This design comes from an exercise in tuning for small area on the open sky130 flow, not from production work.
Only simulation tests tie the RTL to the original design; equivalence was not proved.

## design/flow/design.v

```verilog
module modadd(input [11:0] A,B,
              output[11:0] C);
wire        [12:0] R;
wire signed [13:0] Rq;
assign R = A + B;
assign Rq= R - 13'd3329;
assign C = (Rq[13] == 0) ? Rq[11:0] : R[11:0];
endmodule
module modsub(input [11:0] A,B,
              output[11:0] C);
wire signed [12:0] R;
wire signed [12:0] Rq;
assign R = A - B;
assign Rq= R + 13'd3329;
assign C = (R[12] == 0) ? R[11:0] : Rq[11:0];
endmodule
module div2(input [11:0] x,
            output[11:0] y);
wire [10:0] x0and;
assign x0and = {11{x[0]}} & 11'd1665;
assign y     = x[11:1] + x0and;
endmodule
`timescale 1ns / 1ps
module butterfly_best_KRED(
    input clk,
    input [11:0] a,
    input [11:0] b,
    output [11:0] c_mod_q
    );   
reg [23:0] high_reg;
always @(posedge clk) begin
    high_reg <= a*b;
end
function [63:0] LUT_parameter;
 input [3:0] LUT_index;
 integer i;
 integer full_output;
 begin
    for (i=0; i<64; i=i+1) begin
        full_output = (i << 18) % 3329;
        LUT_parameter[i] = full_output[LUT_index];
    end
 end
endfunction
wire [11:0] LUT_out;
generate
    genvar i;
    for (i=0; i<12; i=i+1) begin: LUTS
      localparam [63:0] INIT = LUT_parameter(i);
      assign LUT_out[i] = INIT[high_reg[23:18]];
    end
endgenerate
wire [18:0] LUT_reduced;
assign LUT_reduced = high_reg[17:0] + LUT_out;
reg [18:0] LUT_reduced_reg;
always @(posedge clk) begin
    LUT_reduced_reg <= LUT_reduced;
end
wire [13:0] Kred_upper;
wire [10:0] Kred_lower;
assign Kred_upper =  LUT_reduced_reg[18:8] - {2'b0, LUT_reduced_reg[7:0], 3'b0};
assign Kred_lower = {2'b0, LUT_reduced_reg[7:0]} + {LUT_reduced_reg[7:0], 2'b0};
wire [12:0] Kred_result;
assign Kred_result = Kred_upper - Kred_lower;
reg [12:0] Kred_result_reg;
always @(posedge clk) begin
    Kred_result_reg <= Kred_result;
end
wire [12:0] total_sum;
assign total_sum = Kred_result_reg;
wire [12:0] plus_or_zero_q;
assign plus_or_zero_q = (total_sum[12] ? 12'hd01 : 0);
assign c_mod_q = total_sum + plus_or_zero_q;
endmodule
module butterfly_Best(input clk,rst,
                 input CT,
                 input PWM,
                 input [11:0] A,B,W,
                 output[11:0] E,O,        
                 output[11:0] MUL,        
                 output[11:0] ADD,SUB);   
reg  [11:0] Ar0,Ar1,Ar2,Ar3;
wire [11:0] w0,w1;
wire [11:0] w2,w3;
reg  [11:0] w2r0,w3r0;
reg  [11:0] w2r1,w2r2,w2r3,w2r4;
wire [11:0] w2r1d2;
wire [11:0] w4;
reg  [11:0] Wr0;
wire [11:0] Ww;
wire [11:0] w5;
reg  [11:0] w5r0;
wire [11:0] w5r0d2;
wire [11:0] w6;
reg  [11:0] w6r0;
wire [11:0] w7;
always @(posedge clk or posedge rst) begin
    if(rst)
        {Ar0,Ar1,Ar2,Ar3} <= 48'd0;
    else
        {Ar0,Ar1,Ar2,Ar3} <= (PWM) ? {w5r0,Ar0,Ar1,Ar2} : {A,Ar0,Ar1,Ar2};
end
assign w0 = (CT) ? w5r0 : B;
assign w1 = (CT) ? ((PWM) ? Ar1 : Ar3) : A;
modadd ma0(w1,w0,w2);
modsub ms0(w1,w0,w3);
always @(posedge clk or posedge rst) begin
    if(rst)
        {w2r0,w3r0} <= 0;
    else
        {w2r0,w3r0} <= {w2,w3};
end
always @(posedge clk or posedge rst) begin
    if(rst)
        {w2r1,w2r2,w2r3,w2r4} <= 48'd0;
    else
        {w2r1,w2r2,w2r3,w2r4} <= {w2r0,w2r1d2,w2r2,w2r3};
end
div2 d0(w2r1,w2r1d2);
assign w7 = (CT) ? w2r0 : w2r4;
assign w4 = (CT) ? B : w3r0;
always @(posedge clk or posedge rst) begin
    if(rst)
        Wr0 <= 0;
    else
        Wr0 <= W;
end
assign Ww = (CT) ? W : Wr0;
butterfly_best_KRED Our_reduction(clk,Ww,w4,w5);
always @(posedge clk or posedge rst) begin
    if(rst)
        w5r0 <= 0;
    else
        w5r0 <= w5;
end
div2 d1(w5r0,w5r0d2);
assign w6 = (CT) ? w3r0 : w5r0d2;
always @(posedge clk or posedge rst) begin
    if(rst)
        w6r0 <= 0;
    else
        w6r0 <= w6;
end
assign E = w7;
assign O = w6r0;
assign MUL = w5r0;
assign ADD = w2r0;
assign SUB = w3r0;
endmodule
```

## design/flow/run.sh

```bash
#!/bin/bash
# synth_recipe.tcl (not shown) runs the flow's synth.tcl, then flattens the netlist and writes it again
# the make line also repeats each setting of config.mk as NAME=value (left out here)
make -C /OpenROAD-flow-scripts/flow DESIGN_CONFIG=/design/flow/config.mk WORK_HOME=/design/flow/orfs CLKGATE_MAP_FILE= SYNTH_SCRIPT=/design/flow/synth_recipe.tcl finish
```

## design/flow/config.mk

```make
export PLATFORM = sky130hd
export DESIGN_NAME = butterfly_Best
export DESIGN_NICKNAME = butterfly_Best
export VERILOG_FILES = /design/flow/design.v
export SDC_FILE = /design/flow/constraint.sdc
export NUM_CORES = 4
export LEC_CHECK = 0
export CAP_MARGIN = 20
export CORE_MARGIN = 2
export CORE_UTILIZATION = 40
export SLEW_MARGIN = 20
```

## design/flow/constraint.sdc

```tcl
create_clock -name core_clock -period 6.5 [get_ports {clk}]
set_input_delay 1.3000 -clock core_clock [delete_from_list [all_inputs] [get_ports {clk}]]
set_output_delay 1.3000 -clock core_clock [all_outputs]
set_load 0.01 [all_outputs]
```

==> reports/results.txt <==
Once the clock tree was built, the setup fixing pass inserted 0 buffers. The shortest period the worst path allows was 6.26 ns. After synthesis the cells add up to 0.0157 mm^2.

Post-placement cell count: 2278. The sum of negative setup slack came out at 0 ns. The initial antenna violation count came out at 0. The worst slew margin relative to its limit is 0.363.

The number of vias per cell was 5.05. Total track usage: 0.188. The clock root buffer is sky130_fd_sc_hd__clkbuf_16. The count of nets left with antenna violations once routing finished came out at 0. The logs give 12224 for the number of global-route vias before repair and 2 for the number of warnings reported in the yosys synthesis log.

In the layout the commonest cells are sky130_fd_sc_hd__inv_1, sky130_fd_sc_hd__dfrtp_1, sky130_fd_sc_hd__ha_1, sky130_fd_sc_hd__nand2_1, sky130_fd_sc_hd__nor2_1. The last weighted congestion value of the routability-driven placer is 0.844. The HPWL after detailed placement was 29.9 mm; the maximum level of the CTS H-tree was 1.

The tools report the number of placement rows as 72. Of all nets on the critical path, the largest fanout is 9. STA classifies the critical path startpoint as an input pin. For the sum of overflow across all layers after global routing, the log shows 0. After detailed routing, the wire length on met1 is 17.8 mm. The number of hold violations in the final report came out at 0. The most common cell after layout, fill and taps aside is sky130_fd_sc_hd__inv_1. The tools report the number of DRC markers after the initial detailed-route iteration as 707.

The critical path is of the in -> reg type. The utilization after layout was 0.484. Prevailing post-synth register cell: sky130_fd_sc_hd__dfrtp_1. The finished cells cover 0.0188 mm^2. The height of the chip works out to 202 um. The register with the most flip-flops in the layout has 24 of them. The run finished with no timing, DRC or antenna violations.

In the final routed layout, each cell accounts on average for 16.0 um. The run gives 0 as the max-slew violation total from the final report. In this run the count of I/O pins placed on the die edge is 100. The source-to-sink clock delay at the later pin of the worst-skew pair was 0.52 ns. The highest metal layer carrying signal wires in the routed design is met4. The tools report the cell count after synthesis as 1607. From left edge to right edge, the die measures 202 um.

Setup repair after global routing could not meet its margin everywhere. For this block, the routed nets add up to 37.2 mm of wire. The first global-routing pass estimated 62.8 mm of wire. The largest buffer count on any clock path is 3, and the number of flops mapped to enable cells by yosys is 0.

The tools report the placed standard-cell area as 0.0180 mm^2. The tools report the number of inserted diodes as 0. After clock tree synthesis, the clock-pin slew on the worst setup and hold paths is 0.06 ns.

The register area share after synthesis was 0.319. Share of final-layout standard cells stronger than drive strength 1: 0.128. The worst hold-check path type is reg -> reg. Across the run, the number of max-cap violations was 0. Clock skew on the completed layout was measured at 0.0141 ns. Clock tree synthesis inserted a total of 24 buffers. The run gives 6.65 ns as the arrival time reported for the critical path endpoint. The flip-flop and latch count after synthesis works out to 212. The async set-reset flop share out of synthesis is 0.736, and the count of final setup violators is 0. The average instance area after synthesis is 9.79 um^2, and the total DRC errors in the routed layout is 0. For the routed length on met3, the log shows 1.40 mm.

The tools report the kind of capture point of the worst setup path as a flip-flop. The floorplan step defined a die boundary enclosing 0.0409 mm^2. The final route contains 11716 vias. The first detailed-routing pass ran for 5 iterations. The number of gates resized after CTS was 0. For the worst setup path, the data required time is 6.90 ns.

The core region is 0.0387 mm^2. The maximum clock frequency is 160 MHz, and the post-route clock period utilization is 0.962. The starting utilization of the core area is 0.406, and the final non-filler cell total is 2319. After the last flow step, the layout net total stands at 2079. Detailed routing placed a total of 17.5 mm of wire on met2. CTS saw 212 sinks.

TritonCTS built the clock tree. The post-cts hold buffer count is 0, and the count of different cell masters after synthesis is 78. Entering global routing, the biggest net connects 112 pins.

The port buffer count works out to 99. Synthesis produced a netlist with a net count of 1900. The pin slew with the least headroom to its limit was 0.956 ns.

The synthesis-to-finish area growth came out at 19.3%.
## layer usage
| layer | GRT usage | vias to the layer above |
|---|---|---|
| met5 | 0 | - |
| met4 | 0.0300 | 0 |
| met3 | 0.0208 | 33 |
| met2 | 0.317 | 228 |
| met1 | 0.264 | 5750 |
| li1 | - | 5705 |
## critical path, stage by stage
cell and delay [ns]:
sky130_fd_sc_hd__clkdlybuf4s50_1 0.45, sky130_fd_sc_hd__mux2i_2 0.34, sky130_fd_sc_hd__buf_4 0.25, sky130_fd_sc_hd__nor2_1 0.07
sky130_fd_sc_hd__fa_1 0.46, sky130_fd_sc_hd__fa_1 0.52, sky130_fd_sc_hd__fa_1 0.55, sky130_fd_sc_hd__fa_1 0.56
sky130_fd_sc_hd__inv_1 0.06, sky130_fd_sc_hd__fa_1 0.53, sky130_fd_sc_hd__inv_1 0.04, sky130_fd_sc_hd__ha_1 0.33
sky130_fd_sc_hd__and3_1 0.18, sky130_fd_sc_hd__and3_1 0.18, sky130_fd_sc_hd__o2111ai_1 0.12, sky130_fd_sc_hd__nand3_1 0.16
sky130_fd_sc_hd__nand2_1 0.11, sky130_fd_sc_hd__o2111ai_1 0.12, sky130_fd_sc_hd__a21o_1 0.20, sky130_fd_sc_hd__xnor2_1 0.11
## cell type report
| type | instances | area (um^2) |
|---|---|---|
| clock buffers | 32 | 651 |
| clock inverters | 9 | 87.6 |
| fillers | 3679 | 20000 |
| inverters | 201 | 759 |
| multi-input cells | 1143 | 9810 |
| flip-flops and latches | 212 | 5020 |
| well taps | 518 | 648 |
| repair buffers | 204 | 1790 |
## Yosys cell counts (all sizes together), types with 5 or more instances
master,count,area [um^2]
nand2,134,503
a21o,23,173
o21a,9,67.6
inv,200,751
a31oi,13,111
a21oi,78,390
nor3,22,115
mux2,52,586
nand2b,9,56.3
nand3,31,155
clkbuf,38,143
xor2,28,245
xnor2,83,727
o21bai,8,60.1
a211oi,12,90.1
ha,142,1780
nand3b,6,48.8
dfxtp,56,1120
or2,13,81.3
dfrtp,156,3900
o21ai,56,284
and3,17,106
nor2,134,508
mux2i,46,460
and2,16,100
a2111oi,5,50.0
o211ai,8,60.1
nor2b,15,98.9
buf,13,53.8
fa,111,2220
## cell families (layout without fill, tap and decap cells)
| logic type | count (synthesis) | after routing | synth area share |
|---|---|---|---|
| buffers and inverters | 252 | 446 | 0.0604 |
| flip-flops | 212 | 212 | 0.319 |
| adder cells (fa/ha/maj) | 254 | 254 | 0.255 |
| AO/OA/AOI/OAI | 258 | 258 | 0.109 |
| AND/OR/NAND/NOR | 419 | 419 | 0.124 |
| multiplexers | 101 | 101 | 0.0708 |
| XOR/XNOR | 111 | 111 | 0.0618 |
## through the flow
stage / worst slack [ns] / hold WS (ns)
detailed placement: -0.370 / 0.335
finish: 0.245 / 0.342
global placement: -0.357 / 0.331
global route: -0.0139 / 0.345
CTS: 0.151 / 0.344
floorplan: 0.000985 / 0.331
## worst paths after layout
| check | end | cells after the start | slack, ns | startpoint |
|---|---|---|---|---|
| max | Our_reduction.high_reg[23]$_DFF_P_ | 20 | 0.24 | B[9] |
| min | w2r3[2]$_DFF_PP0_ | 0 | 0.34 | w2r2[2]$_DFF_PP0_ |
| max reg2reg | Our_reduction.high_reg[23]$_DFF_P_ | 19 | 1.09 | w3r0[9]$_DFF_PP0_ |
| min reg2reg | w2r3[2]$_DFF_PP0_ | 0 | 0.34 | w2r2[2]$_DFF_PP0_ |
| max in group asynchronous | w3r0[3]$_DFF_PP0_ | 3 | 3.89 | rst |
| min in group asynchronous | Ar2[9]$_DFF_PP0_ | 2 | 1.36 | rst |

-- port drivers added, routing unchanged --
Ports are ideal in the flow. The routed layout listed here was re-timed in OpenROAD. Step 1 (the two cells are an assumption about what drives the block):
set clk [get_ports {clk}]
set_driving_cell -lib_cell sky130_fd_sc_hd__clkbuf_16 $clk
set_driving_cell -lib_cell sky130_fd_sc_hd__buf_2 [delete_from_list [all_inputs] $clk]
Step 2 moves the port delays by t, midway between the first and last clock arrival at a register: inputs arrive t later, outputs are due t later. That takes back most of the time a late clock gives input paths. a / b / c = ideal ports / drivers / drivers and shift; a / b = the first two.
t, ns: 0.564
setup slack, ns: 0.245 / 0.267 / -0.297
hold slack, ns: 0.342 / 0.342 / 0.342
worst slew at a driven data input, ns: 0.07
Met with ideal ports but missed after step 2: setup timing in this run. The setup slack of this run moves by +0.022 ns with the drivers and by -0.542 ns with both steps.
